This is an optimization exercise on Yosys and OpenROAD, whose aim is small area, not a production implementation. Function was checked by simulation only, so behaviour that the tests miss may differ from the original. Power is estimated from default activity; no workload was simulated.

==> flow/design.v <==
module keyboard(
    input  wire       clk,
    input  wire       reset,
    input  wire [3:0] row,
    output wire [3:0] col,
    output wire [7:0] led_en,
    output wire       kb_en,     
    output wire [1:0] kb_cls     
);
reg [7:0] c200;
reg [2:0] m5;
reg [2:0] dpos;
reg [1:0] cpos;
reg       ninit;
reg [15:0] key;
reg ev1, dg1, ev2, dg2;
wire disp_end = (c200 == 8'd199);
wire kb_end   = disp_end & (m5 == 3'd4);
always @(posedge clk, posedge reset) begin
    if (reset) begin
        c200 <= 0; m5 <= 0; dpos <= 0; cpos <= 0; ninit <= 0;
        ev1 <= 0; dg1 <= 0; ev2 <= 0; dg2 <= 0;
    end else begin
        ninit <= 1'b1;
        c200 <= disp_end ? 8'd0 : c200 + 8'd1;
        if (disp_end) begin
            m5 <= (m5 == 3'd4) ? 3'd0 : m5 + 3'd1;
            dpos <= dpos + 3'd1;
        end
        if (kb_end) cpos <= cpos + 2'd1;
        ev1 <= kb_end & (|p);
        dg1 <= kb_end & p[3] & ~p[2] & ~p[1] & ~p[0] & (cpos != 2'd0);
        ev2 <= ev1;
        dg2 <= dg1;
    end
end
wire [3:0] sel = (cpos == 2'd0) ? key[3:0] : (cpos == 2'd1) ? key[7:4] :
                 (cpos == 2'd2) ? key[11:8] : key[15:12];
wire [3:0] p = ~row & ~sel;
always @(posedge clk, posedge reset) begin
    if (reset) key <= 0;
    else if (kb_end) begin
        if (cpos == 2'd0) key[3:0]   <= ~row;
        if (cpos == 2'd1) key[7:4]   <= ~row;
        if (cpos == 2'd2) key[11:8]  <= ~row;
        if (cpos == 2'd3) key[15:12] <= ~row;
    end
end
assign col    = ninit ? ~(4'b0001 << cpos) : 4'b1111;
assign led_en = ~(8'b00000001 << dpos);
assign kb_en  = ev2;
assign kb_cls = {dg2 & cpos[1], dg2 & ~(cpos[1] & cpos[0])};
endmodule
module state_machine(
    input wire clk,set,rst,sure,check,
    input wire [1:0] kb_cls,
    input wire kb_en,
    input wire [7:0] led_en,
    output reg [6:0] led,
    output reg led0,led1,led2,led3
    );
localparam IDLE=4'd0, s0=4'd1, s1=4'd2, s2=4'd3, s3=4'd4, s4=4'd5, s5=4'd6, s6=4'd7, s7=4'd8;
localparam IDLE1=3'd0, a0=3'd1, a1=3'd2, a2=3'd3, a3=3'd4, a4=3'd5;
reg [3:0] st, nst;
reg [2:0] st1, nst1;
reg [5:0] mi, temp;
reg [1:0] n;
wire att = (st == s2) | (st == s4) | (st == s6);
wire wr0 = kb_en & (n == 2'b10);
wire wr1 = kb_en & (n == 2'b01);
wire wr2 = kb_en & (n == 2'b00);
always @(posedge clk or posedge rst) begin
    if (rst) n <= 2'b10;
    else if (sure) n <= 2'b10;
    else if ((att | (st == s0)) & kb_en) n <= n - 2'b01;
end
always @(posedge clk or posedge rst) begin
    if (rst) temp <= 6'd0;
    else if (att) begin
        if (wr0) temp[5:4] <= kb_cls;
        if (wr1) temp[3:2] <= kb_cls;
        if (wr2) temp[1:0] <= kb_cls;
    end else temp <= 6'd0;
end
always @(posedge clk or posedge rst) begin
    if (rst) mi <= 6'd0;
    else if (st == s0) begin
        if (wr0) mi[5:4] <= kb_cls;
        if (wr1) mi[3:2] <= kb_cls;
        if (wr2) mi[1:0] <= kb_cls;
    end else if (st == IDLE) mi <= 6'd0;
end
always @(*) begin
    case (st1)
    IDLE1: nst1 = check ? a0 : IDLE1;
    a0: nst1 = (temp[5:4] == 2'b00) ? a0 : (temp[5:4] == mi[5:4]) ? a1 : a4;
    a1: nst1 = (temp[3:2] == 2'b00) ? a1 : (temp[3:2] == mi[3:2]) ? a2 : a4;
    a2: nst1 = (temp[1:0] == 2'b00) ? a2 : (temp[1:0] == mi[1:0]) ? a3 : a4;
    a3: nst1 = sure ? IDLE1 : a3;
    a4: nst1 = sure ? IDLE1 : a4;
    default: nst1 = IDLE1;
    endcase
end
always @(*) begin
    case (st)
    IDLE: nst = set ? s0 : IDLE;
    s0: nst = sure ? s1 : s0;
    s1: nst = check ? s2 : s1;
    s2: nst = (sure & (st1 == a3)) ? IDLE : sure ? s3 : s2;
    s3: nst = check ? s4 : s3;
    s4: nst = (sure & (st1 == a3)) ? IDLE : sure ? s5 : s4;
    s5: nst = check ? s6 : s5;
    s6: nst = (sure & (st1 == a3)) ? IDLE : sure ? s7 : s6;
    default: nst = s7;
    endcase
end
always @(posedge clk or posedge rst) begin
    if (rst) begin st <= IDLE; st1 <= IDLE1; led0 <= 0; led1 <= 0; led2 <= 0; led3 <= 0; end
    else begin
        st <= nst; st1 <= nst1;
        led0 <= (st != IDLE) & (st != s0);
        led1 <= (st >= s3);
        led2 <= (st >= s5);
        led3 <= (st == s7);
    end
end
reg [1:0] dig;
always @(*) begin
    case (led_en)
    8'b11011111: dig = (st == s0) ? mi[1:0] : temp[1:0];
    8'b10111111: dig = (st == s0) ? mi[3:2] : temp[3:2];
    8'b01111111: dig = (st == s0) ? mi[5:4] : temp[5:4];
    default: dig = 2'b00;
    endcase
    case (st)
    IDLE: led = 7'b0000001;
    s1, s3, s5: led = 7'b1111111;
    s7: led = 7'b0111000;
    default: case (dig)
        2'b01: led = 7'b1001111;
        2'b10: led = 7'b0010010;
        2'b11: led = 7'b0000110;
        default: led = 7'b1111111;
        endcase
    endcase
end
endmodule
module lock(
    input wire clk,set1,rst,sure,check,
    input  wire [3:0] row,
    output wire  [3:0] col,
    output wire[7:0] led_en,
    output wire[6:0] led,
    output wire led0,led1,led2,led3
    );
wire kb_en;
wire [1:0] kb_cls;
keyboard u_keyboard(
.clk(clk),.reset(rst),.row(row),.col(col),.led_en(led_en),.kb_en(kb_en),.kb_cls(kb_cls)
);
state_machine u_state_machine(
.clk(clk),.rst(rst),.sure(sure),.check(check),.set(set1),.kb_cls(kb_cls),.kb_en(kb_en),.led_en(led_en),.led(led),.led0(led0),.led1(led1),.led2(led2),.led3(led3)
);
endmodule
==> flow/run.sh <==
#!/bin/bash
# synth_recipe.tcl (not shown) runs the flow's synth.tcl, then flattens the netlist and writes it again
# the make line also repeats each setting of config.mk as NAME=value (left out here)
make -C /OpenROAD-flow-scripts/flow DESIGN_CONFIG=/design/flow/config.mk WORK_HOME=/design/flow/orfs CLKGATE_MAP_FILE= SYNTH_SCRIPT=/design/flow/synth_recipe.tcl finish
==> flow/config.mk <==
export PLATFORM = sky130hd
export DESIGN_NAME = lock
export DESIGN_NICKNAME = lock
export VERILOG_FILES = /design/flow/design.v
export SDC_FILE = /design/flow/constraint.sdc
export NUM_CORES = 4
export LEC_CHECK = 0
export CAP_MARGIN = 20
export CORE_MARGIN = 2
export CORE_UTILIZATION = 40
export SLEW_MARGIN = 20
==> flow/constraint.sdc <==
create_clock -name core_clock -period 10.0 [get_ports {clk}]
set_input_delay 2.0000 -clock core_clock [delete_from_list [all_inputs] [get_ports {clk}]]
set_output_delay 2.0000 -clock core_clock [all_outputs]
set_load 0.01 [all_outputs]
==> results.txt <==
-- sequential cells by signal, indices dropped and copies added, names as in the netlist, 2 cells and up --
| name | cells |
|---|---|
| u_keyboard.cpos | 2 |
| u_keyboard.c200 | 8 |
| u_state_machine.mi | 6 |
| u_state_machine.temp | 6 |
| u_keyboard.dpos | 3 |
| u_state_machine.n | 2 |
| u_state_machine.st | 4 |
| u_keyboard.key | 16 |
| u_keyboard.m5 | 3 |
| u_state_machine.st1 | 3 |
-- placed cells by master (no fill, tap or decap), drive strengths merged, types with 2 or more instances in the layout --
cell type,instances
nand4,2
buf,2
mux2i,11
a21oi,30
nand2b,4
nor3,5
a211oi,3
mux2,2
nand3b,2
o22ai,6
nand3,7
and3,2
nor4,2
or3,2
xor2,3
nand4b,2
o21ai,22
nor2b,5
and2,5
o31ai,3
a22oi,2
inv,23
clkdlybuf4s50,31
nand2,52
clkinvlp,2
clkbuf,9
clkinv,4
xnor2,7
ha,17
dfrtp,61
nor2,44
-- final timing paths --
check / cells after the start / start / end / slack [ns]
hold / removal: 0 / u_keyboard.dg1 / u_keyboard.dg2 / 0.35
max in group asynchronous: 3 / rst / u_state_machine.st1[0] / 7.29
hold reg to reg: 0 / u_keyboard.dg1 / u_keyboard.dg2 / 0.35
setup reg to reg: 7 / u_keyboard.c200[0] / u_keyboard.m5[2] / 7.90
setup / recovery: 8 / u_keyboard.dpos[0] / led[2] / 5.02
min in group asynchronous: 3 / rst / u_keyboard.c200[2] / 2.21
-- cells by family (layout without fill, tap and decap cells) --
| family | count (synthesis) | in the layout | synth area share |
|---|---|---|---|
| adder cells (fa/ha/maj) | 17 | 17 | 0.0656 |
| flip-flops | 62 | 62 | 0.479 |
| AO/OA/AOI/OAI | 75 | 75 | 0.136 |
| AND/OR/NAND/NOR | 139 | 139 | 0.206 |
| buffers and inverters | 34 | 72 | 0.0444 |
| multiplexers | 13 | 13 | 0.0409 |
| XOR/XNOR | 10 | 10 | 0.0270 |
| other | 1 | 1 | 0.00116 |
-- power by group through the flow --
stage | sequential (mW) | combinational [mW] | clock, mW
6_report | 0.253 | 0.0148 | 0.215
5_1_grt | 0.254 | 0.0172 | 0.234
4_1_cts | 0.253 | 0.0155 | 0.221
3_5_place_dp | 0.258 | 0.0154 | 0
3_3_place_gp | 0.258 | 0.0154 | 0
2_1_floorplan | 0.258 | 0.00745 | 0
-- final cells by class --
| cell class | instances | area share |
|---|---|---|
| clock inverter | 7 | 0.0170 |
| multi-input combinational | 255 | 0.404 |
| timing repair buffer | 33 | 0.0850 |
| clock buffer | 9 | 0.0324 |
| sequential | 62 | 0.406 |
| tap | 102 | 0.0334 |
| inverter | 23 | 0.0226 |
-- per-layer routing --
metal / routed length [um] / global-route usage
met1: 3130 / 0.220
met2: 3000 / 0.256
met3: 218 / 0.0353
met4: 82 / 0.0616
met5: 0 / 0
-- critical path: cells and delay by family, from the launching register on --
family	cells	cell delay, ns
AOI/OAI and AO/OA	2	0.44
adders and majority gates	2	0.45
buffers and inverters	1	0.53
DFF	1	0.40
and+or+nand+nor	3	0.84
-- per-stage QoR --
| step | hold slack [ns] | setup slack [ns] |
|---|---|---|
| after floorplan | 0.331 | 5.95 |
| after global placement | 0.331 | 5.40 |
| after detailed placement | 0.338 | 5.36 |
| after CTS | 0.351 | 4.98 |
| after global routing | 0.351 | 4.76 |
| final | 0.351 | 5.02 |
==> flow_summary.yaml <==
finish:
  layout.filler_cells: 763
  area_growth_syn_to_layout_pct: 18.0
  diodes: 0
  multi_input_combinational_cell_area_um2: 1550
  finish.instance_area_um2: 3830
  drive_above_1_share: 0.0771
  fin_nets: 410
  layout.cells.non_filler: 491
  final_core_utilization: 0.490
  regArea_um2: 1550
clock_tree:
  cts-htree-levels: 3
  post_cts.repair.setup_buffers: 0
  numClockSinks: 62
  clkLatencyLatePin_ns: 0.34
  cts_repair_resize_count: 0
  cts_made_buffers: 9
  root_buffer: "clkbuf_8"
  cts.reportedPaths.clkPinSlew_ns: 0.07
  tritoncts: "yes"
  cts_hold_buffers: 0
  buffer_depth_of_the_longest_clock_path: 2
die:
  core.rowCount: 32
  initial_utilization: 0.415
  fp.dieW_um: 94.0
  placeableCoreArea_um2: 7810
  die_h_um: 94.0
  die_area_um2: 8840
  count_of_boundary_i_o_pins: 32
job:
  drv.max_cap_violation_count: 0
timing:
  rsz_0062_raised_after_global_routing: "no"
  timing.clock.skew_ns: 0.00398
  final-hold-violation-count: 0
  tightest_slew_ns: 0.773
  clock.fmax_mhz: 201
  post_route_fraction_of_the_period_consumed_by_the_critical_path: 0.498
  timing.final.max_slew_violations: 0
  slew_headroom: 0.484
  timing.final.crit_period_ns: 4.98
  setup_total_negative_slack_ns: 0
  timing.final.setup_violations: 0
power_and_ir_drop:
  power_per_cell_area_nw_per_um2: 126
  p_total_mw: 0.483
  power.internal_mw: 0.370
  vdd_drop_max_mv: 0.0603
  clockPowerShare: 0.445
  static-leakage-power_nw: 1.54
  netSwitchingPower_mw: 0.113
  power.switching_fraction: 0.234
  sequentialPowerShare: 0.524
  share_comb_of_total_power: 0.031
synth:
  synth_top_cell_by_area: "dfrtp_1"
  yosysWarningCount: 2
  synth_cell_type_count: 51
  synthesis.instances: 351
  synth.cell_area_um2: 3240
  synth_async_sr_flop_share: 1.00
  yosys.cell_count.top_type: "dfrtp_1"
  postSynthAreaPerCell_um2: 9.24
  synth-edff-count: 0
  netlist.area_leader.share: 0.471
  synth_nets: 377
  synthTopCellsByArea: "dfrtp_1 47%, ha_1 6.6%, nand2_1 6.0%"
  synth.yosys.seq_area_share: 0.479
  ys_seq_elements: 62
  synth_ff_type: "dfrtp_1"
  synth.cells.most_frequent: "61 x dfrtp_1, 52 x nand2_1, 44 x nor2_1"
setup_path:
  cp_slowest_cell: "or4b_2"
  worst_path_largest_cell_delay_ns: 0.62
  crit_type: "reg -> out"
  crit_path_dat_ns: 2.98
  cp_data_required_time_ns: 8.00
  maximum_fanout_along_the_worst_path: 3
  crit_top_cell: "ha_1"
  worstPathCellList: "ha_1 -> ha_1 -> nor2_1 -> or4b_2 -> o22ai_1 -> o21ai_0 -> nand2_1 -> clkdlybuf4s50_1"
  worstSetupEndpointType: "primary output"
  critical_path.startpoint_type: "flip-flop"
grt:
  grt_max_degree: 63
  initial_antenna_violation_count: 0
  grt_first_pass_wirelength_um: 11400
  grt_util_all_layers: 0.163
  gr-total-overflow: 0
  first_global_vias: 2440
detailed_routing:
  post-route-drc-count: 0
  vias: 2508
  drtPass1Iterations: 5
  dr.first_iter.drc_count: 117
  viasPerCell: 5.11
  ant_nets: 0
  detail_route.wirelength_um: 6430
  routed_wire_length_per_instance_um: 13.1
place:
  place_area_um2: 3640
  post-place-cells: 475
  routabilityCongestion: 0.858
  place_hpwl_um: 4660
  buffer_ports.inserted: 31
outcome:
  result_of_the_run: "finished clean"
hold_path:
  holdCritPathClass: "reg -> reg"

==> what the ideal ports hide <==
Ports are ideal in the flow. The routed layout listed here was re-timed in OpenROAD. Step 1, drivers: a clkbuf_16 drives clk and a buf_2 each remaining input, both assumed. Step 2 times the ports against the registers' clock, not the clock port: input delays grow and output delays shrink by t, the midpoint of the rising clock arrivals with the driver on. Three values: ideal ports, drivers, drivers and shift; two values: the first two.
t (ns): 0.362
setup WS [ns]: 5.015 / 4.987 / 5.349
worst setup path at the end: register to output
latest minus earliest clock arrival (ns): 0.004 / 0.004
cell pins on the clock port's net: 1
After both steps setup and hold are still met in this run. The setup slack of this run moves by -0.028 ns with the drivers and by +0.334 ns with both steps.
